This design comes from an exercise in tuning for small area on the open sky130 flow, not from production work. Function was not checked in any run shown here: the RTL went through the layout flow alone.

`flow/design.v`:
```
`timescale 1ns/10ps
module QAM(clk, rst, en, Din, IFout);
input clk, rst, en;
input Din;
output reg signed [17:0] IFout;
reg ce2;           
reg sm_ctrl;       
reg swap;          
reg [1:0] spc;     
reg sm_i, sm_q;    
reg [3:0] usi;     
reg [3:0] cnt;     
reg [8:0] sym_i, sym_q;  
reg [1:0] mix_cnt;
reg [15:0] acc;    
wire en0 = en & ce2;
wire en1 = sm_ctrl & ce2;
wire en2 = usi[3];
wire [1:0] sw = usi[1:0];
wire load = en2 & (sw == 2'd0);
wire neg = ~mix_cnt[1];                         
wire [8:0] s = mix_cnt[0] ? sym_i : sym_q;      
wire [8:0] x = s ^ {9{neg}};
wire [8:0] v;      
reg [8:0] wpr;
wire [3:0] usi_d = !usi[3] ? (en ? usi + 4'd1 : usi) : {usi[3:2], usi[1:0] + 2'd1};
wire [8:0] sym_i_d = load ? {sym_i[7:0], sm_i} : sym_i;
wire [8:0] sym_q_d = load ? {sym_q[7:0], sm_q} : sym_q;
wire [3:0] cnt_d = (load && cnt != 4'd9) ? cnt + 4'd1 : cnt;
wire [1:0] mix_d = en ? mix_cnt + 2'd1 : mix_cnt;
wire [1:0] sw_d = usi_d[1:0];
wire [8:0] x_d = (mix_d[0] ? sym_i_d : sym_q_d) ^ {9{~mix_d[1]}};
wire [8:0] v_d;
assign v_d[0] = cnt_d > 4'd0;
assign v_d[1] = cnt_d > 4'd1;
assign v_d[2] = cnt_d > 4'd2;
assign v_d[3] = cnt_d > 4'd3;
assign v_d[4] = cnt_d > 4'd4;
assign v_d[5] = cnt_d > 4'd5;
assign v_d[6] = cnt_d > 4'd6;
assign v_d[7] = cnt_d > 4'd7;
assign v_d[8] = cnt_d > 4'd8;
assign v[0] = cnt > 4'd0;
assign v[1] = cnt > 4'd1;
assign v[2] = cnt > 4'd2;
assign v[3] = cnt > 4'd3;
assign v[4] = cnt > 4'd4;
assign v[5] = cnt > 4'd5;
assign v[6] = cnt > 4'd6;
assign v[7] = cnt > 4'd7;
assign v[8] = cnt > 4'd8;
reg sg0; reg [15:0] ka0, kb0;    
always @(*) begin
  case (sw)
    2'd0: begin sg0 = 1'b1; ka0 = 16'd74; kb0 = 16'd148; end
    2'd1: begin sg0 = 1'b0; ka0 = 16'd0; kb0 = 16'd0; end
    2'd2: begin sg0 = 1'b0; ka0 = 16'd0; kb0 = 16'd0; end
    2'd3: begin sg0 = 1'b1; ka0 = 16'd168; kb0 = 16'd336; end
  endcase
end
reg sgd0;    
always @(*) begin
  case (sw_d)
    2'd0: sgd0 = 1'b1;
    2'd1: sgd0 = 1'b0;
    2'd2: sgd0 = 1'b0;
    2'd3: sgd0 = 1'b1;
  endcase
end
wire wp_d0 = v_d[0] & ~(x_d[0] ^ sgd0);
wire wp0 = wpr[0];
wire [15:0] t0 = ({16{wp0}} & kb0) | ({16{~v[0]}} & ka0);
reg sg1; reg [15:0] ka1, kb1;    
always @(*) begin
  case (sw)
    2'd0: begin sg1 = 1'b1; ka1 = 16'd276; kb1 = 16'd552; end
    2'd1: begin sg1 = 1'b0; ka1 = 16'd185; kb1 = 16'd370; end
    2'd2: begin sg1 = 1'b0; ka1 = 16'd267; kb1 = 16'd534; end
    2'd3: begin sg1 = 1'b0; ka1 = 16'd36; kb1 = 16'd72; end
  endcase
end
reg sgd1;    
always @(*) begin
  case (sw_d)
    2'd0: sgd1 = 1'b1;
    2'd1: sgd1 = 1'b0;
    2'd2: sgd1 = 1'b0;
    2'd3: sgd1 = 1'b0;
  endcase
end
wire wp_d1 = v_d[1] & ~(x_d[1] ^ sgd1);
wire wp1 = wpr[1];
wire [15:0] t1 = ({16{wp1}} & kb1) | ({16{~v[1]}} & ka1);
reg sg2; reg [15:0] ka2, kb2;    
always @(*) begin
  case (sw)
    2'd0: begin sg2 = 1'b0; ka2 = 16'd238; kb2 = 16'd476; end
    2'd1: begin sg2 = 1'b1; ka2 = 16'd233; kb2 = 16'd466; end
    2'd2: begin sg2 = 1'b0; ka2 = 16'd278; kb2 = 16'd556; end
    2'd3: begin sg2 = 1'b0; ka2 = 16'd713; kb2 = 16'd1426; end
  endcase
end
reg sgd2;    
always @(*) begin
  case (sw_d)
    2'd0: sgd2 = 1'b0;
    2'd1: sgd2 = 1'b1;
    2'd2: sgd2 = 1'b0;
    2'd3: sgd2 = 1'b0;
  endcase
end
wire wp_d2 = v_d[2] & ~(x_d[2] ^ sgd2);
wire wp2 = wpr[2];
wire [15:0] t2 = ({16{wp2}} & kb2) | ({16{~v[2]}} & ka2);
reg sg3; reg [15:0] ka3, kb3;    
always @(*) begin
  case (sw)
    2'd0: begin sg3 = 1'b0; ka3 = 16'd2598; kb3 = 16'd5196; end
    2'd1: begin sg3 = 1'b1; ka3 = 16'd1262; kb3 = 16'd2524; end
    2'd2: begin sg3 = 1'b1; ka3 = 16'd2592; kb3 = 16'd5184; end
    2'd3: begin sg3 = 1'b1; ka3 = 16'd1730; kb3 = 16'd3460; end
  endcase
end
reg sgd3;    
always @(*) begin
  case (sw_d)
    2'd0: sgd3 = 1'b0;
    2'd1: sgd3 = 1'b1;
    2'd2: sgd3 = 1'b1;
    2'd3: sgd3 = 1'b1;
  endcase
end
wire wp_d3 = v_d[3] & ~(x_d[3] ^ sgd3);
wire wp3 = wpr[3];
wire [15:0] t3 = ({16{wp3}} & kb3) | ({16{~v[3]}} & ka3);
reg sg4; reg [15:0] ka4, kb4;    
always @(*) begin
  case (sw)
    2'd0: begin sg4 = 1'b0; ka4 = 16'd15958; kb4 = 16'd31916; end
    2'd1: begin sg4 = 1'b0; ka4 = 16'd9499; kb4 = 16'd18998; end
    2'd2: begin sg4 = 1'b0; ka4 = 16'd15958; kb4 = 16'd31916; end
    2'd3: begin sg4 = 1'b0; ka4 = 16'd18584; kb4 = 16'd37168; end
  endcase
end
reg sgd4;    
always @(*) begin
  case (sw_d)
    2'd0: sgd4 = 1'b0;
    2'd1: sgd4 = 1'b0;
    2'd2: sgd4 = 1'b0;
    2'd3: sgd4 = 1'b0;
  endcase
end
wire wp_d4 = v_d[4] & ~(x_d[4] ^ sgd4);
wire wp4 = wpr[4];
wire [15:0] t4 = ({16{wp4}} & kb4) | ({16{~v[4]}} & ka4);
reg sg5; reg [15:0] ka5, kb5;    
always @(*) begin
  case (sw)
    2'd0: begin sg5 = 1'b1; ka5 = 16'd2592; kb5 = 16'd5184; end
    2'd1: begin sg5 = 1'b0; ka5 = 16'd9499; kb5 = 16'd18998; end
    2'd2: begin sg5 = 1'b0; ka5 = 16'd2598; kb5 = 16'd5196; end
    2'd3: begin sg5 = 1'b1; ka5 = 16'd1730; kb5 = 16'd3460; end
  endcase
end
reg sgd5;    
always @(*) begin
  case (sw_d)
    2'd0: sgd5 = 1'b1;
    2'd1: sgd5 = 1'b0;
    2'd2: sgd5 = 1'b0;
    2'd3: sgd5 = 1'b1;
  endcase
end
wire wp_d5 = v_d[5] & ~(x_d[5] ^ sgd5);
wire wp5 = wpr[5];
wire [15:0] t5 = ({16{wp5}} & kb5) | ({16{~v[5]}} & ka5);
reg sg6; reg [15:0] ka6, kb6;    
always @(*) begin
  case (sw)
    2'd0: begin sg6 = 1'b0; ka6 = 16'd278; kb6 = 16'd556; end
    2'd1: begin sg6 = 1'b1; ka6 = 16'd1262; kb6 = 16'd2524; end
    2'd2: begin sg6 = 1'b0; ka6 = 16'd238; kb6 = 16'd476; end
    2'd3: begin sg6 = 1'b0; ka6 = 16'd713; kb6 = 16'd1426; end
  endcase
end
reg sgd6;    
always @(*) begin
  case (sw_d)
    2'd0: sgd6 = 1'b0;
    2'd1: sgd6 = 1'b1;
    2'd2: sgd6 = 1'b0;
    2'd3: sgd6 = 1'b0;
  endcase
end
wire wp_d6 = v_d[6] & ~(x_d[6] ^ sgd6);
wire wp6 = wpr[6];
wire [15:0] t6 = ({16{wp6}} & kb6) | ({16{~v[6]}} & ka6);
reg sg7; reg [15:0] ka7, kb7;    
always @(*) begin
  case (sw)
    2'd0: begin sg7 = 1'b0; ka7 = 16'd267; kb7 = 16'd534; end
    2'd1: begin sg7 = 1'b1; ka7 = 16'd233; kb7 = 16'd466; end
    2'd2: begin sg7 = 1'b1; ka7 = 16'd276; kb7 = 16'd552; end
    2'd3: begin sg7 = 1'b0; ka7 = 16'd36; kb7 = 16'd72; end
  endcase
end
reg sgd7;    
always @(*) begin
  case (sw_d)
    2'd0: sgd7 = 1'b0;
    2'd1: sgd7 = 1'b1;
    2'd2: sgd7 = 1'b1;
    2'd3: sgd7 = 1'b0;
  endcase
end
wire wp_d7 = v_d[7] & ~(x_d[7] ^ sgd7);
wire wp7 = wpr[7];
wire [15:0] t7 = ({16{wp7}} & kb7) | ({16{~v[7]}} & ka7);
reg sg8; reg [15:0] ka8, kb8;    
always @(*) begin
  case (sw)
    2'd0: begin sg8 = 1'b0; ka8 = 16'd0; kb8 = 16'd0; end
    2'd1: begin sg8 = 1'b0; ka8 = 16'd185; kb8 = 16'd370; end
    2'd2: begin sg8 = 1'b1; ka8 = 16'd74; kb8 = 16'd148; end
    2'd3: begin sg8 = 1'b1; ka8 = 16'd168; kb8 = 16'd336; end
  endcase
end
reg sgd8;    
always @(*) begin
  case (sw_d)
    2'd0: sgd8 = 1'b0;
    2'd1: sgd8 = 1'b0;
    2'd2: sgd8 = 1'b1;
    2'd3: sgd8 = 1'b1;
  endcase
end
wire wp_d8 = v_d[8] & ~(x_d[8] ^ sgd8);
wire wp8 = wpr[8];
wire [15:0] t8 = ({16{wp8}} & kb8) | ({16{~v[8]}} & ka8);
reg [15:0] kc;
always @(*) begin
  case (sw)
    2'd0: kc = 16'd43255;
    2'd1: kc = 16'd43178;
    2'd2: kc = 16'd43255;
    2'd3: kc = 16'd41658;
  endcase
end
wire fs1 = t0[1] ^ t1[1] ^ t2[1];
wire fc2 = (t0[1] & t1[1]) | (t0[1] & t2[1]) | (t1[1] & t2[1]);
wire fs3 = t0[2] ^ t1[2] ^ t2[2];
wire fc4 = (t0[2] & t1[2]) | (t0[2] & t2[2]) | (t1[2] & t2[2]);
wire fs5 = t0[3] ^ t1[3] ^ t2[3];
wire fc6 = (t0[3] & t1[3]) | (t0[3] & t2[3]) | (t1[3] & t2[3]);
wire fs7 = t0[4] ^ t1[4] ^ t2[4];
wire fc8 = (t0[4] & t1[4]) | (t0[4] & t2[4]) | (t1[4] & t2[4]);
wire fs9 = t0[5] ^ t1[5] ^ t2[5];
wire fc10 = (t0[5] & t1[5]) | (t0[5] & t2[5]) | (t1[5] & t2[5]);
wire fs11 = t0[6] ^ t1[6] ^ t2[6];
wire fc12 = (t0[6] & t1[6]) | (t0[6] & t2[6]) | (t1[6] & t2[6]);
wire fs13 = t0[7] ^ t1[7] ^ t2[7];
wire fc14 = (t0[7] & t1[7]) | (t0[7] & t2[7]) | (t1[7] & t2[7]);
wire fs15 = t0[8] ^ t1[8] ^ t2[8];
wire fc16 = (t0[8] & t1[8]) | (t0[8] & t2[8]) | (t1[8] & t2[8]);
wire fs17 = t1[0] ^ t2[0] ^ t4[0];
wire fc18 = (t1[0] & t2[0]) | (t1[0] & t4[0]) | (t2[0] & t4[0]);
wire fs19 = fs1 ^ t3[1] ^ t4[1];
wire fc20 = (fs1 & t3[1]) | (fs1 & t4[1]) | (t3[1] & t4[1]);
wire fs21 = t5[1] ^ t6[1] ^ t7[1];
wire fc22 = (t5[1] & t6[1]) | (t5[1] & t7[1]) | (t6[1] & t7[1]);
wire fs23 = fc2 ^ fs3 ^ t3[2];
wire fc24 = (fc2 & fs3) | (fc2 & t3[2]) | (fs3 & t3[2]);
wire fs25 = t4[2] ^ t5[2] ^ t6[2];
wire fc26 = (t4[2] & t5[2]) | (t4[2] & t6[2]) | (t5[2] & t6[2]);
wire fs27 = t7[2] ^ t8[2] ^ kc[2];
wire fc28 = (t7[2] & t8[2]) | (t7[2] & kc[2]) | (t8[2] & kc[2]);
wire fs29 = fc4 ^ fs5 ^ t3[3];
wire fc30 = (fc4 & fs5) | (fc4 & t3[3]) | (fs5 & t3[3]);
wire fs31 = t4[3] ^ t5[3] ^ t6[3];
wire fc32 = (t4[3] & t5[3]) | (t4[3] & t6[3]) | (t5[3] & t6[3]);
wire fs33 = t7[3] ^ t8[3] ^ kc[3];
wire fc34 = (t7[3] & t8[3]) | (t7[3] & kc[3]) | (t8[3] & kc[3]);
wire fs35 = fc6 ^ fs7 ^ t3[4];
wire fc36 = (fc6 & fs7) | (fc6 & t3[4]) | (fs7 & t3[4]);
wire fs37 = t4[4] ^ t5[4] ^ t6[4];
wire fc38 = (t4[4] & t5[4]) | (t4[4] & t6[4]) | (t5[4] & t6[4]);
wire fs39 = t7[4] ^ t8[4] ^ kc[4];
wire fc40 = (t7[4] & t8[4]) | (t7[4] & kc[4]) | (t8[4] & kc[4]);
wire fs41 = fc8 ^ fs9 ^ t3[5];
wire fc42 = (fc8 & fs9) | (fc8 & t3[5]) | (fs9 & t3[5]);
wire fs43 = t4[5] ^ t5[5] ^ t6[5];
wire fc44 = (t4[5] & t5[5]) | (t4[5] & t6[5]) | (t5[5] & t6[5]);
wire fs45 = t7[5] ^ t8[5] ^ 1'b1;
wire fc46 = (t7[5] & t8[5]) | (t7[5] & 1'b1) | (t8[5] & 1'b1);
wire fs47 = fc10 ^ fs11 ^ t3[6];
wire fc48 = (fc10 & fs11) | (fc10 & t3[6]) | (fs11 & t3[6]);
wire fs49 = t4[6] ^ t5[6] ^ t6[6];
wire fc50 = (t4[6] & t5[6]) | (t4[6] & t6[6]) | (t5[6] & t6[6]);
wire fs51 = t7[6] ^ t8[6] ^ kc[6];
wire fc52 = (t7[6] & t8[6]) | (t7[6] & kc[6]) | (t8[6] & kc[6]);
wire fs53 = fc12 ^ fs13 ^ t3[7];
wire fc54 = (fc12 & fs13) | (fc12 & t3[7]) | (fs13 & t3[7]);
wire fs55 = t4[7] ^ t5[7] ^ t6[7];
wire fc56 = (t4[7] & t5[7]) | (t4[7] & t6[7]) | (t5[7] & t6[7]);
wire fs57 = t7[7] ^ t8[7] ^ 1'b1;
wire fc58 = (t7[7] & t8[7]) | (t7[7] & 1'b1) | (t8[7] & 1'b1);
wire fs59 = fc14 ^ fs15 ^ t3[8];
wire fc60 = (fc14 & fs15) | (fc14 & t3[8]) | (fs15 & t3[8]);
wire fs61 = t4[8] ^ t5[8] ^ t6[8];
wire fc62 = (t4[8] & t5[8]) | (t4[8] & t6[8]) | (t5[8] & t6[8]);
wire hs63 = t7[8] ^ t8[8];
wire hc64 = t7[8] & t8[8];
wire fs65 = fc16 ^ t1[9] ^ t2[9];
wire fc66 = (fc16 & t1[9]) | (fc16 & t2[9]) | (t1[9] & t2[9]);
wire fs67 = t3[9] ^ t4[9] ^ t5[9];
wire fc68 = (t3[9] & t4[9]) | (t3[9] & t5[9]) | (t4[9] & t5[9]);
wire fs69 = t6[9] ^ t7[9] ^ kc[9];
wire fc70 = (t6[9] & t7[9]) | (t6[9] & kc[9]) | (t7[9] & kc[9]);
wire fs71 = t2[10] ^ t3[10] ^ t4[10];
wire fc72 = (t2[10] & t3[10]) | (t2[10] & t4[10]) | (t3[10] & t4[10]);
wire fs73 = fs17 ^ t5[0] ^ t6[0];
wire fc74 = (fs17 & t5[0]) | (fs17 & t6[0]) | (t5[0] & t6[0]);
wire fs75 = fc18 ^ fs19 ^ fs21;
wire fc76 = (fc18 & fs19) | (fc18 & fs21) | (fs19 & fs21);
wire fs77 = fc20 ^ fc22 ^ fs23;
wire fc78 = (fc20 & fc22) | (fc20 & fs23) | (fc22 & fs23);
wire fs79 = fc24 ^ fc26 ^ fc28;
wire fc80 = (fc24 & fc26) | (fc24 & fc28) | (fc26 & fc28);
wire fs81 = fs29 ^ fs31 ^ fs33;
wire fc82 = (fs29 & fs31) | (fs29 & fs33) | (fs31 & fs33);
wire fs83 = fc30 ^ fc32 ^ fc34;
wire fc84 = (fc30 & fc32) | (fc30 & fc34) | (fc32 & fc34);
wire fs85 = fs35 ^ fs37 ^ fs39;
wire fc86 = (fs35 & fs37) | (fs35 & fs39) | (fs37 & fs39);
wire fs87 = fc36 ^ fc38 ^ fc40;
wire fc88 = (fc36 & fc38) | (fc36 & fc40) | (fc38 & fc40);
wire fs89 = fs41 ^ fs43 ^ fs45;
wire fc90 = (fs41 & fs43) | (fs41 & fs45) | (fs43 & fs45);
wire fs91 = fc42 ^ fc44 ^ fc46;
wire fc92 = (fc42 & fc44) | (fc42 & fc46) | (fc44 & fc46);
wire fs93 = fs47 ^ fs49 ^ fs51;
wire fc94 = (fs47 & fs49) | (fs47 & fs51) | (fs49 & fs51);
wire fs95 = fc48 ^ fc50 ^ fc52;
wire fc96 = (fc48 & fc50) | (fc48 & fc52) | (fc50 & fc52);
wire fs97 = fs53 ^ fs55 ^ fs57;
wire fc98 = (fs53 & fs55) | (fs53 & fs57) | (fs55 & fs57);
wire fs99 = fc54 ^ fc56 ^ fc58;
wire fc100 = (fc54 & fc56) | (fc54 & fc58) | (fc56 & fc58);
wire fs101 = fs59 ^ fs61 ^ hs63;
wire fc102 = (fs59 & fs61) | (fs59 & hs63) | (fs61 & hs63);
wire fs103 = fc60 ^ fc62 ^ hc64;
wire fc104 = (fc60 & fc62) | (fc60 & hc64) | (fc62 & hc64);
wire fs105 = fs65 ^ fs67 ^ fs69;
wire fc106 = (fs65 & fs67) | (fs65 & fs69) | (fs67 & fs69);
wire fs107 = fc66 ^ fc68 ^ fc70;
wire fc108 = (fc66 & fc68) | (fc66 & fc70) | (fc68 & fc70);
wire fs109 = fs71 ^ t5[10] ^ t6[10];
wire fc110 = (fs71 & t5[10]) | (fs71 & t6[10]) | (t5[10] & t6[10]);
wire fs111 = fc72 ^ t3[11] ^ t4[11];
wire fc112 = (fc72 & t3[11]) | (fc72 & t4[11]) | (t3[11] & t4[11]);
wire fs113 = t5[11] ^ t6[11] ^ kc[11];
wire fc114 = (t5[11] & t6[11]) | (t5[11] & kc[11]) | (t6[11] & kc[11]);
wire fs115 = t3[12] ^ t4[12] ^ t5[12];
wire fc116 = (t3[12] & t4[12]) | (t3[12] & t5[12]) | (t4[12] & t5[12]);
wire fs117 = fs73 ^ t7[0] ^ t8[0];
wire fc118 = (fs73 & t7[0]) | (fs73 & t8[0]) | (t7[0] & t8[0]);
wire fs119 = fc74 ^ fs75 ^ t8[1];
wire fc120 = (fc74 & fs75) | (fc74 & t8[1]) | (fs75 & t8[1]);
wire fs121 = fc76 ^ fs77 ^ fs25;
wire fc122 = (fc76 & fs77) | (fc76 & fs25) | (fs77 & fs25);
wire fs123 = fc78 ^ fs79 ^ fs81;
wire fc124 = (fc78 & fs79) | (fc78 & fs81) | (fs79 & fs81);
wire fs125 = fc80 ^ fc82 ^ fs83;
wire fc126 = (fc80 & fc82) | (fc80 & fs83) | (fc82 & fs83);
wire fs127 = fc84 ^ fc86 ^ fs87;
wire fc128 = (fc84 & fc86) | (fc84 & fs87) | (fc86 & fs87);
wire fs129 = fc88 ^ fc90 ^ fs91;
wire fc130 = (fc88 & fc90) | (fc88 & fs91) | (fc90 & fs91);
wire fs131 = fc92 ^ fc94 ^ fs95;
wire fc132 = (fc92 & fc94) | (fc92 & fs95) | (fc94 & fs95);
wire fs133 = fc96 ^ fc98 ^ fs99;
wire fc134 = (fc96 & fc98) | (fc96 & fs99) | (fc98 & fs99);
wire fs135 = fc100 ^ fc102 ^ fs103;
wire fc136 = (fc100 & fc102) | (fc100 & fs103) | (fc102 & fs103);
wire fs137 = fc104 ^ fc106 ^ fs107;
wire fc138 = (fc104 & fc106) | (fc104 & fs107) | (fc106 & fs107);
wire fs139 = fc108 ^ fc110 ^ fs111;
wire fc140 = (fc108 & fc110) | (fc108 & fs111) | (fc110 & fs111);
wire fs141 = fc112 ^ fc114 ^ fs115;
wire fc142 = (fc112 & fc114) | (fc112 & fs115) | (fc114 & fs115);
wire fs143 = fc116 ^ t4[13] ^ t5[13];
wire fc144 = (fc116 & t4[13]) | (fc116 & t5[13]) | (t4[13] & t5[13]);
wire fs145 = fc118 ^ fs119 ^ 1'b1;
wire fc146 = (fc118 & fs119) | (fc118 & 1'b1) | (fs119 & 1'b1);
wire fs147 = fc120 ^ fs121 ^ fs27;
wire fc148 = (fc120 & fs121) | (fc120 & fs27) | (fs121 & fs27);
wire hs149 = fc122 ^ fs123;
wire hc150 = fc122 & fs123;
wire fs151 = fc124 ^ fs125 ^ fs85;
wire fc152 = (fc124 & fs125) | (fc124 & fs85) | (fs125 & fs85);
wire fs153 = fc126 ^ fs127 ^ fs89;
wire fc154 = (fc126 & fs127) | (fc126 & fs89) | (fs127 & fs89);
wire fs155 = fc128 ^ fs129 ^ fs93;
wire fc156 = (fc128 & fs129) | (fc128 & fs93) | (fs129 & fs93);
wire fs157 = fc130 ^ fs131 ^ fs97;
wire fc158 = (fc130 & fs131) | (fc130 & fs97) | (fs131 & fs97);
wire fs159 = fc132 ^ fs133 ^ fs101;
wire fc160 = (fc132 & fs133) | (fc132 & fs101) | (fs133 & fs101);
wire fs161 = fc134 ^ fs135 ^ fs105;
wire fc162 = (fc134 & fs135) | (fc134 & fs105) | (fs135 & fs105);
wire fs163 = fc136 ^ fs137 ^ fs109;
wire fc164 = (fc136 & fs137) | (fc136 & fs109) | (fs137 & fs109);
wire fs165 = fc138 ^ fs139 ^ fs113;
wire fc166 = (fc138 & fs139) | (fc138 & fs113) | (fs139 & fs113);
wire hs167 = fc140 ^ fs141;
wire hc168 = fc140 & fs141;
wire fs169 = fc142 ^ fs143 ^ 1'b1;
wire fc170 = (fc142 & fs143) | (fc142 & 1'b1) | (fs143 & 1'b1);
wire fs171 = fc144 ^ t4[14] ^ t5[14];
wire fc172 = (fc144 & t4[14]) | (fc144 & t5[14]) | (t4[14] & t5[14]);
wire hs173 = t4[15] ^ 1'b1;
wire [15:0] cpa_a = {fc172, fc170, hc168, fc166, fc164, fc162, fc160, fc158, fc156, fc154, fc152, hc150, fc148, fc146, fs145, fs117};
wire [15:0] cpa_b = {hs173, fs171, fs169, hs167, fs165, fs163, fs161, fs159, fs157, fs155, fs153, fs151, hs149, fs147, 1'b0, kc[0]};
wire [15:0] cpa_s = cpa_a + cpa_b;
wire [15:0] nxt = {cpa_s[15], cpa_s[14], cpa_s[13], cpa_s[12], cpa_s[11], cpa_s[10], cpa_s[9], cpa_s[8], cpa_s[7], cpa_s[6], cpa_s[5], cpa_s[4], cpa_s[3], cpa_s[2], cpa_s[1], cpa_s[0]};
always @(posedge clk or posedge rst) begin
	if (rst) begin
		ce2 <= 1'b0; sm_ctrl <= 1'b0; swap <= 1'b0; spc <= 2'd0;
		sm_i <= 1'b0; sm_q <= 1'b0;
		usi <= 4'd0; cnt <= 4'd0; sym_i <= 9'd0; sym_q <= 9'd0;
		mix_cnt <= 2'd0; acc <= 16'd0; wpr <= 9'd0;
	end
	else begin
		ce2 <= ~ce2;
		if (ce2) sm_ctrl <= ~sm_ctrl;
		if (en0) begin
			swap <= ~swap;
			if (!swap) spc[0] <= Din;
			else spc <= {spc[0], Din};
		end
		if (en1) begin
			sm_i <= spc[1];
			sm_q <= spc[0];
		end
		usi <= usi_d;
		sym_i <= sym_i_d;
		sym_q <= sym_q_d;
		cnt <= cnt_d;
		mix_cnt <= mix_d;
		wpr <= {wp_d8, wp_d7, wp_d6, wp_d5, wp_d4, wp_d3, wp_d2, wp_d1, wp_d0};
		acc <= nxt;
	end
end
always @(*) IFout = {acc[15], acc[15], acc};
endmodule
```
`flow/flow/run.sh`:
```
#!/bin/bash
# Layout flow: the standard ORFS flow (standard.sh), with Yosys's generic synthesis run
# without its intermediate ABC pass (SYNTH_ARGS=-noabc), so that the adder tree written in
# the RTL reaches full-adder extraction as written. Registers, their names and cell types
# are those of the standard synthesis. Each ORFS step writes its own log under
# orfs/logs/; make's own output goes to make.log in this folder.
set -euo pipefail
bash standard.sh SYNTH_ARGS=-noabc finish > make.log 2>&1
```
`flow/standard.sh`:
```
#!/bin/bash
# synth_recipe.tcl (not shown) runs the flow's synth.tcl, then flattens the netlist and writes it again
# the make line also repeats each setting of config.mk as NAME=value (left out here)
make -C /OpenROAD-flow-scripts/flow DESIGN_CONFIG=/design/flow/config.mk WORK_HOME=/design/flow/orfs CLKGATE_MAP_FILE= SYNTH_SCRIPT=/design/flow/synth_recipe.tcl "${@:-finish}"
```
`flow/config.mk`:
```
export PLATFORM = sky130hd
export DESIGN_NAME = QAM
export DESIGN_NICKNAME = QAM
export VERILOG_FILES = /design/flow/design.v
export SDC_FILE = /design/flow/constraint.sdc
export NUM_CORES = 4
export LEC_CHECK = 0
export ABC_AREA = 1
export CAP_MARGIN = 20
export CORE_MARGIN = 2
export CORE_UTILIZATION = 40
export GPL_TIMING_DRIVEN = 0
export SLEW_MARGIN = 20
```
`flow/constraint.sdc`:
```
create_clock -name core_clock -period 5.0 [get_ports {clk}]
set_input_delay 1.0000 -clock core_clock [delete_from_list [all_inputs] [get_ports {clk}]]
set_output_delay 1.0000 -clock core_clock [all_outputs]
set_load 0.01 [all_outputs]
```
==> impl_metrics.ini, run 1 <==
[status]
status = complete, no violations

[cells_and_area]
antenna_cells = 0
final_cell_mix = 220 x nand2_1, 90 x inv_1, 68 x fa_1
final_nets = 913
fin_cells = 984
final_core_util_pct = 48.21
final_common_cell = nand2_1
syn_to_final_growth_pct = 19.27
drive_gt1_share_pct = 15.33
final_area_um2 = 7248

[synthesis]
synth-edff-count = 0
netlist_area_um2 = 6077
ys.flop_type = dfrtp_1
syn_avg_cell_area_um2 = 8.124
ys_seq_area_share_pct = 24.71
synth_area_leaders = fa_1 26%, dfrtp_1 25%, nand2_1 14%
synthDominantCellAreaShare_pct = 26.02
synth_nets = 870
ys_types = 30
yosys_warnings = 1
ys_async_sr_fraction_pct = 100.0
synthCells = 748
yosysTopAreaCell = fa_1
synth-seq-cells = 60

[placement]
dp_cells = 957
dp_hpwl_mm = 12.16
globalplace.congestion = 0.9503
post_dp_cell_area_um2 = 6543
pre_cts_ws_ns = -0.5029
io_buffer_count = 20

[floorplan]
fp.coreArea_um2 = 15030
row_count = 45
start_util_pct = 40.42
dieHeight_um = 127.3
die_width_um = 127.3
die_area_um2 = 16200
io_pins = 22

[grt]
grt_pass1_vias = 5307
grt_overflow_total = 0
grt_max_degree = 46
grt_pass1_wl_mm = 25.63
grt_usage_pct = 20.28
antenna_found_initial = 0

[clock_network]
clkLatencyLatePin_ns = 0.34
cts.clk_slew.worst_paths_ns = 0.06
cts_sinks = 60
ctsHtreeMaxLevel = 3
cts_hold_buf = 0
cts-root-buf = clkbuf_16
cts_tree = done
cts_made_buffers = 9
clock_path_buffers = 2

[detailed_routing]
avgRoutedWirePerCell_um = 15.63
dr_total_vias = 5065
firstDrtPassIters = 5
routed_wl_mm = 15.38
drtIter0Drc = 228
drc_errors = 0
ant_nets = 0
vias_per_cell = 5.147

[timing]
fmax_mhz = 206.1
relSlewSlack_pct = 68.36
clock_skew_ns = 0.01284
tns_ns = 0
fin_crit_ns = 4.853
min_period_over_period_pct = 97.05
hold_viol_final = 0
whs_ns = 0.4709
tightest_slew_ns = 0.4697
slew_violations = 0
fin_ws_ns = 0.1474
setup_violations = 0
grt_setup_unrepaired = true

[critical_path]
path_max_fanout = 7
reg2reg_from = usi[0]$_DFF_PP0_
path_common_cell = fa_1
critPathKind = reg2reg
reg2reg_slack_ns = 0.15
rr_endpoint = acc[13]$_DFF_PP0_
crit_buf_inv = 1
critical-path-slowest-cell = fa_1
cp-start-kind = flop
max_stage_delay_ns = 0.55
cp_data_required_time_ns = 5.23
crit_chain = inv_4, ha_2, nor2_2, o21ai_0, o21ai_0, fa_1, fa_2, fa_1, fa_1, fa_1, ha_4, nand2_2, nor2_2, and2_1, nand2_1, nand4_1, nand2_1
cp_top_family = adder cells
cp.arrival_ns = 5.08
timing.critical_path.from = usi[0]$_DFF_PP0_
cp-end-kind = flop
rr_worst_depth = 17

[hold_path]
min_from = sm_ctrl$_DFFE_PP0P_
hold_end = sm_ctrl$_DFFE_PP0P_
hold_class = reg2reg
min_delay_path_depth = 1

[flow_run]
max_cap_viol_count = 0
==> cells in the mapped netlist, types with 4 or more instances <==
| library cell | n |
|---|---|
| nand2_1 | 224 |
| inv_1 | 97 |
| fa_1 | 79 |
| nor2_1 | 61 |
| dfrtp_1 | 60 |
| nand3_1 | 46 |
| ha_1 | 39 |
| o21ai_0 | 39 |
| o22ai_1 | 26 |
| a21oi_1 | 24 |
| xor2_1 | 9 |
| buf_2 | 7 |
| buf_4 | 5 |
| and2_1 | 4 |
| clkinv_1 | 4 |
==> layout make-up <==
type	instances	area, um^2
flip-flops and latches	60	1506
repair buffers	32	310.3
well taps	188	235.2
fillers	1421	7785
multi-input cells	570	4385
clock inverters	7	58.81
plain buffers	15	125.1
clock buffers	9	225.2
inverters	103	401.6
==> worst register-to-register path, cell delays in order (launching register included) <==
cell and delay, ns:
dfrtp_2 0.46, inv_4 0.11, ha_2 0.31, nor2_2 0.10
o21ai_0 0.13, o21ai_0 0.23, fa_1 0.55, fa_2 0.46
fa_1 0.46, fa_1 0.53, fa_1 0.45, ha_4 0.31
nand2_2 0.08, nor2_2 0.15, and2_1 0.14, nand2_1 0.10
nand4_1 0.11, nand2_1 0.06
==> what timing repair did <==
action	in CTS	in global routing
setup buffers	2	9
cloned	0	0
pin swaps	0	4
setup endpoints to repair	12	12
resized for setup	45	49
hold endpoints to repair	0	0
==> sequential cells by signal, summed over array words and instances, names as in the netlist <==
signal	flops
acc	16
sym_i	9
sym_q	9
wpr	9
cnt	4
usi	4
mix_cnt	2
spc	2
ce2	1
sm_ctrl	1
sm_i	1
sm_q	1
swap	1
==> metal layers <==
| layer | global-route usage (%) | wire length, um |
|---|---|---|
| met5 | 0 | 0 |
| met4 | 10.92 | 701 |
| met3 | 4.941 | 860 |
| met2 | 34.70 | 7686 |
| met1 | 23.49 | 6128 |
==> cells by family (layout without fill, tap and decap cells) <==
| logic type | after synthesis | in the layout | share of synthesized area [%] |
|---|---|---|---|
| simple gates | 348 | 348 | 23.22 |
| xor+xnor | 11 | 11 | 1.585 |
| buf+inv | 118 | 166 | 7.988 |
| compound gates | 92 | 92 | 8.256 |
| flops | 60 | 60 | 24.71 |
| mux | 1 | 1 | 0.1853 |
| fa+ha+maj | 118 | 118 | 34.05 |
==> how the worst max path moves through the flow <==
stage | endpoint | slack [ns] | cells past startpoint
5_1_grt | acc[15]$_DFF_PP0_ | -0.03 | 21
6_report | acc[13]$_DFF_PP0_ | 0.15 | 17
3_5_place_dp | acc[15]$_DFF_PP0_ | -0.50 | 21
3_3_place_gp | acc[15]$_DFF_PP0_ | -0.54 | 21
2_1_floorplan | acc[15]$_DFF_PP0_ | 0.15 | 21
4_1_cts | acc[15]$_DFF_PP0_ | 0.005 | 21
==> run 2, diff against run 1 <==
--- a/flow/design.v
+++ b/flow/design.v
@@ -422,6 +422,100 @@
 wire hs173 = t4[15] ^ 1'b1;
-wire [15:0] cpa_a = {fc172, fc170, hc168, fc166, fc164, fc162, fc160, fc158, fc156, fc154, fc152, hc150, fc148, fc146, fs145, fs117};
-wire [15:0] cpa_b = {hs173, fs171, fs169, hs167, fs165, fs163, fs161, fs159, fs157, fs155, fs153, fs151, hs149, fs147, 1'b0, kc[0]};
-wire [15:0] cpa_s = cpa_a + cpa_b;
-wire [15:0] nxt = {cpa_s[15], cpa_s[14], cpa_s[13], cpa_s[12], cpa_s[11], cpa_s[10], cpa_s[9], cpa_s[8], cpa_s[7], cpa_s[6], cpa_s[5], cpa_s[4], cpa_s[3], cpa_s[2], cpa_s[1], cpa_s[0]};
+wire pp174 = fs117 ^ kc[0];
+wire pg175 = fs117 & kc[0];
+wire pp176 = fc146 ^ fs147;
+wire pg177 = fc146 & fs147;
+wire pp178 = fc148 ^ hs149;
+wire pg179 = fc148 & hs149;
+wire pp180 = hc150 ^ fs151;
+wire pg181 = hc150 & fs151;
+wire pp182 = fc152 ^ fs153;
+wire pg183 = fc152 & fs153;
+wire pp184 = fc154 ^ fs155;
+wire pg185 = fc154 & fs155;
+wire pp186 = fc156 ^ fs157;
+wire pg187 = fc156 & fs157;
+wire pp188 = fc158 ^ fs159;
+wire pg189 = fc158 & fs159;
+wire pp190 = fc160 ^ fs161;
+wire pg191 = fc160 & fs161;
+wire pp192 = fc162 ^ fs163;
+wire pg193 = fc162 & fs163;
+wire pp194 = fc164 ^ fs165;
+wire pg195 = fc164 & fs165;
+wire pp196 = fc166 ^ hs167;
+wire pg197 = fc166 & hs167;
+wire pp198 = hc168 ^ fs169;
+wire pg199 = hc168 & fs169;
+wire pp200 = fc170 ^ fs171;
+wire pg201 = fc170 & fs171;
+wire pp202 = fc172 ^ hs173;
+wire pg203 = fc172 & hs173;
+wire cg204 = (fs145 & pg175);
+wire cp205 = (fs145 & pp174);
+wire cg206 = (pg179 | (pp178 & pg177));
+wire cp207 = (pp178 & pp176);
+wire cg208 = (pg183 | (pp182 & pg181));
+wire cp209 = (pp182 & pp180);
+wire cg210 = (pg187 | (pp186 & pg185));
+wire cp211 = (pp186 & pp184);
+wire cg212 = (pg191 | (pp190 & pg189));
+wire cp213 = (pp190 & pp188);
+wire cg214 = (pg195 | (pp194 & pg193));
+wire cp215 = (pp194 & pp192);
+wire cg216 = (pg199 | (pp198 & pg197));
+wire cp217 = (pp198 & pp196);
+wire cg218 = (pg203 | (pp202 & pg201));
+wire cp219 = (pp202 & pp200);
+wire cg220 = (cg206 | (cp207 & cg204));
+wire cp221 = (cp207 & cp205);
+wire cg222 = (cg210 | (cp211 & cg208));
+wire cp223 = (cp211 & cp209);
+wire cg224 = (cg214 | (cp215 & cg212));
+wire cp225 = (cp215 & cp213);
+wire cg226 = (cg218 | (cp219 & cg216));
+wire cp227 = (cp219 & cp217);
+wire cg228 = (cg222 | (cp223 & cg220));
+wire cp229 = (cp223 & cp221);
+wire cg230 = (cg226 | (cp227 & cg224));
+wire cp231 = (cp227 & cp225);
+wire cg232 = (cg230 | (cp231 & cg228));
+wire cp233 = (cp231 & cp229);
+wire cg234 = (cg224 | (cp225 & cg228));
+wire cp235 = (cp225 & cp229);
+wire cg236 = (cg208 | (cp209 & cg220));
+wire cp237 = (cp209 & cp221);
+wire cg238 = (cg212 | (cp213 & cg228));
+wire cp239 = (cp213 & cp229);
+wire cg240 = (cg216 | (cp217 & cg234));
+wire cp241 = (cp217 & cp235);
+wire cg242 = (pg177 | (pp176 & cg204));
+wire cp243 = (pp176 & cp205);
+wire cg244 = (pg181 | (pp180 & cg220));
+wire cp245 = (pp180 & cp221);
+wire cg246 = (pg185 | (pp184 & cg236));
+wire cp247 = (pp184 & cp237);
+wire cg248 = (pg189 | (pp188 & cg228));
+wire cp249 = (pp188 & cp229);
+wire cg250 = (pg193 | (pp192 & cg238));
+wire cp251 = (pp192 & cp239);
+wire cg252 = (pg197 | (pp196 & cg234));
+wire cp253 = (pp196 & cp235);
+wire cg254 = (pg201 | (pp200 & cg240));
+wire cp255 = (pp200 & cp241);
+wire sum256 = fs145 ^ pg175;
+wire sum257 = pp176 ^ cg204;
+wire sum258 = pp178 ^ cg242;
+wire sum259 = pp180 ^ cg220;
+wire sum260 = pp182 ^ cg244;
+wire sum261 = pp184 ^ cg236;
+wire sum262 = pp186 ^ cg246;
+wire sum263 = pp188 ^ cg228;
+wire sum264 = pp190 ^ cg248;
+wire sum265 = pp192 ^ cg238;
+wire sum266 = pp194 ^ cg250;
+wire sum267 = pp196 ^ cg234;
+wire sum268 = pp198 ^ cg252;
+wire sum269 = pp200 ^ cg240;
+wire sum270 = pp202 ^ cg254;
+wire [15:0] nxt = {sum270, sum269, sum268, sum267, sum266, sum265, sum264, sum263, sum262, sum261, sum260, sum259, sum258, sum257, sum256, pp174};
 always @(posedge clk or posedge rst) begin
==> flow/flow/run.sh (replaced) <==
#!/bin/bash
# Layout flow: the standard ORFS flow (standard.sh) with two synthesis changes that keep
# the standard synthesis's registers, names and cell types:
#  - Yosys's generic synthesis runs without its intermediate ABC pass (SYNTH_ARGS=-noabc),
#    so the adder tree written in the RTL reaches full-adder extraction as written;
#  - the final ABC technology mapping uses an area-oriented script (flow/abc_area.script),
#    through a copy of ORFS's scripts folder that differs only in that file.
# Each ORFS step writes its own log under orfs/logs/; make's output goes to make.log here.
set -euo pipefail
rm -rf scripts_local
cp -r "$FLOW_HOME/scripts" scripts_local
cp flow/abc_area.script scripts_local/abc_area.script
bash standard.sh SYNTH_ARGS=-noabc SCRIPTS_DIR="$PWD/scripts_local" finish > make.log 2>&1
==> flow/flow/abc_area.script (new file) <==
strash
dch -f
map -D 800
topo
stime -c
buffer -c
upsize -c -D 800
dnsize -c -D 800
==> run 2 against run 1 <==
  * The layout now fails its checks (setup timing)
  * Sequential share of layout area is 0.54 points lower
  * Clock skew is 0.0041 ns lower
  * Critical path depth is 6 higher
  * Largest cell class unchanged
  * Register-to-register slack worse by 0.58 ns
  * Flip-flop and latch count stayed put
  * Fmax is 11% lower
  * First-iteration DRC count is 34% lower
  * Critical endpoint is now acc[15]$_DFF_PP0_
  * Global-route usage is 2.4 points higher
  * Synthesized area is 7.9% lower
  * Count of clock-buffer cells in the layout is 3 higher
==> impl_metrics.ini, run 2 <==
[synthesis]
synthCells = 560
ys_types = 44
synth-edff-count = 0
yosysTopAreaCell = fa_1
netlist_top_cells_count = 86 x fa_1, 70 x nand2_1, 63 x inv_1
synth_nets = 688
synthDominantCellAreaShare_pct = 30.75
syn_avg_cell_area_um2 = 9.998
yosys_warnings = 1
synth-seq-cells = 60
netlist_area_um2 = 5599
ys.flop_type = dfrtp_1
yosysMostFrequentCell = fa_1
synth_area_leaders = fa_1 31%, dfrtp_1 27%, ha_1 8.5%
ys_seq_area_share_pct = 26.82
ys_async_sr_fraction_pct = 100.0

[clock_network]
cts-root-buf = clkbuf_16
cts_hold_buf = 0
cts_made_buffers = 9
cts_sinks = 60
ctsHtreeMaxLevel = 3
clkLatencyLatePin_ns = 0.34
clock_path_buffers = 2
cts_tree = done
cts.clk_slew.worst_paths_ns = 0.05

[cells_and_area]
final_area_um2 = 7428
syn_to_final_growth_pct = 32.67
final_nets = 786
drive_gt1_share_pct = 28.96
antenna_cells = 0
largest_reg_flops = 16
largest-register = acc
final_common_cell = fa_1
final_cell_mix = 67 x fa_1, 66 x nand2_1, 59 x buf_4

[timing]
fmax_mhz = 184.0
fin_ws_ns = -0.4347
clock_skew_ns = 0.008716
setup_violations = 8
min_period_over_period_pct = 108.7
relSlewSlack_pct = 53.06
hold_viol_final = 0
fin_crit_ns = 5.435
tightest_slew_ns = 0.6968
grt_setup_unrepaired = true
slew_violations = 0
tns_ns = -2.051

[detailed_routing]
routed_wl_mm = 15.63
avgRoutedWirePerCell_um = 18.54
ant_nets = 0
vias_per_cell = 5.199
drc_errors = 0
firstDrtPassIters = 5
drtIter0Drc = 151
dr_total_vias = 4383

[critical_path]
critPathKind = reg2reg
cp-end-kind = flop
path_max_fanout = 5
max_stage_delay_ns = 0.60
critical-path-slowest-cell = fa_2
cp-start-kind = flop
cp_data_required_time_ns = 5.22
rr_worst_depth = 23
crit_chain = inv_4, buf_6, ha_4, nor2_4, buf_8, a21oi_4, fa_1, fa_2, fa_1, fa_1, fa_2, ha_4, nand3_2, nand2_2, a21boi_2, o21ai_2, nand4_1, nand3_2, nand3_2, nand2_2, fa_2, xnor2_2, xnor2_1
cp.arrival_ns = 5.65

[floorplan]
die_width_um = 122.3
row_count = 43
io_pins = 22
fp.coreArea_um2 = 13770
start_util_pct = 40.65
die_area_um2 = 14960
dieHeight_um = 122.3

[grt]
grt_pass1_wl_mm = 25.29
grt_overflow_total = 0
grt_pass1_vias = 4714
grt_usage_pct = 22.65
antenna_found_initial = 0
grt_max_degree = 47

[placement]
post_dp_cell_area_um2 = 6197
dp_hpwl_mm = 11.67
globalplace.congestion = 0.9286
io_buffer_count = 21

[status]
status = failed layout checks
checkFailReasons = setup timing

[flow_run]
max_cap_viol_count = 0

[hold_path]
hold_class = reg2reg
min_delay_path_depth = 1
==> run 2: cell count changes after synthesis, sizes merged, moves of 8 or more <==
cell,change
nor2,-10
clkbuf,+8
nand2,-152
inv,-33
o22ai,+8
xor2,+10
nand3,-37
==> run 2: final timing paths <==
kind | slack [ns] | from | end
setup reg to reg | -0.43 | usi[0]$_DFF_PP0_ | acc[15]$_DFF_PP0_
max in group asynchronous | 3.52 | rst | usi[0]$_DFF_PP0_
setup / recovery | -0.43 | usi[0]$_DFF_PP0_ | acc[15]$_DFF_PP0_
hold reg to reg | 0.47 | sm_ctrl$_DFFE_PP0P_ | sm_ctrl$_DFFE_PP0P_
hold / removal | 0.47 | sm_ctrl$_DFFE_PP0P_ | sm_ctrl$_DFFE_PP0P_
min in group asynchronous | 0.95 | rst | acc[6]$_DFF_PP0_
==> run 2: cell type report <==
class / count / area, um^2
flip-flops and latches: 60 / 1504
multi-input cells: 414 / 4188
repair buffers: 88 / 767.0
clock inverters: 4 / 72.57
inverters: 69 / 275.3
plain buffers: 16 / 140.1
clock buffers: 12 / 256.5
well taps: 180 / 225.2
fillers: 1248 / 6345
==> run 2: per-stage QoR <==
step / hold WS, ns / worst slack [ns] / utilization, % / instances
floorplan: 0.4384 / -0.3352 / - / 560
global placement: 0.4531 / -1.315 / 44.78 / 761
detailed placement: 0.4633 / -1.320 / 44.99 / 762
CTS: 0.4757 / -0.5777 / 51.36 / 816
global route: 0.5122 / -0.6555 / 53.93 / 843
finish: 0.4744 / -0.4347 / 53.93 / 843
==> run 2: routing by layer <==
metal	up-vias	share of wire [%]	GRT usage (%)
met4	0	2.5	9.555
li1	2031	-	-
met2	130	51	38.02
met1	2195	41	28.80
met5	-	0	0
met3	27	5.4	4.089
==> run 2: logic make-up after synthesis <==
group	synth area share, %
DFF	26.82
AOI/OAI and AO/OA	13.18
buffers and inverters	6.011
and+or+nand+nor	10.88
xor gates and xnor gates	3.866
adders and majority gates	39.24
==> run 2: critical path, delay by kind of cell, from the launching register on <==
kind                     cells  cell delay [ns]
adder cells (fa/ha/maj)      8             3.31
AND/OR/NAND/NOR              7             0.67
buffers and inverters        3             0.34
flip-flops                   1             0.44
XOR/XNOR                     2             0.26
AO/OA/AOI/OAI                3             0.28
==> run 2: timing repair <==
item	in CTS	in global routing
buffers inserted	38	28
pin swaps	31	33
resized for setup	65	39
endpoints found under the setup margin	12	10

-- afterwards: timing with drivers on the ports --
No port has a modelled driver above. Below, the same layouts with a new extraction and two added sets of constraints.
Step 1, drivers: a clkbuf_16 drives clk and a buf_2 each remaining input, both assumed.
Step 2 moves the port delays by t, midway between the first and last clock arrival at a register: inputs arrive t later, outputs are due t later. That takes back most of the time a late clock gives input paths.
a / b / c = ideal / step 1 / step 2; a / b = the first two.
run	t (ns)	slack for setup (ns)	hold WS [ns]	cell pins on the clock port's net
run 1	0.377	0.147 / 0.147 / 0.147	0.471 / 0.471 / 0.471	1
run 2	0.373	-0.435 / -0.435 / -0.435	0.474 / 0.474 / 0.474	1
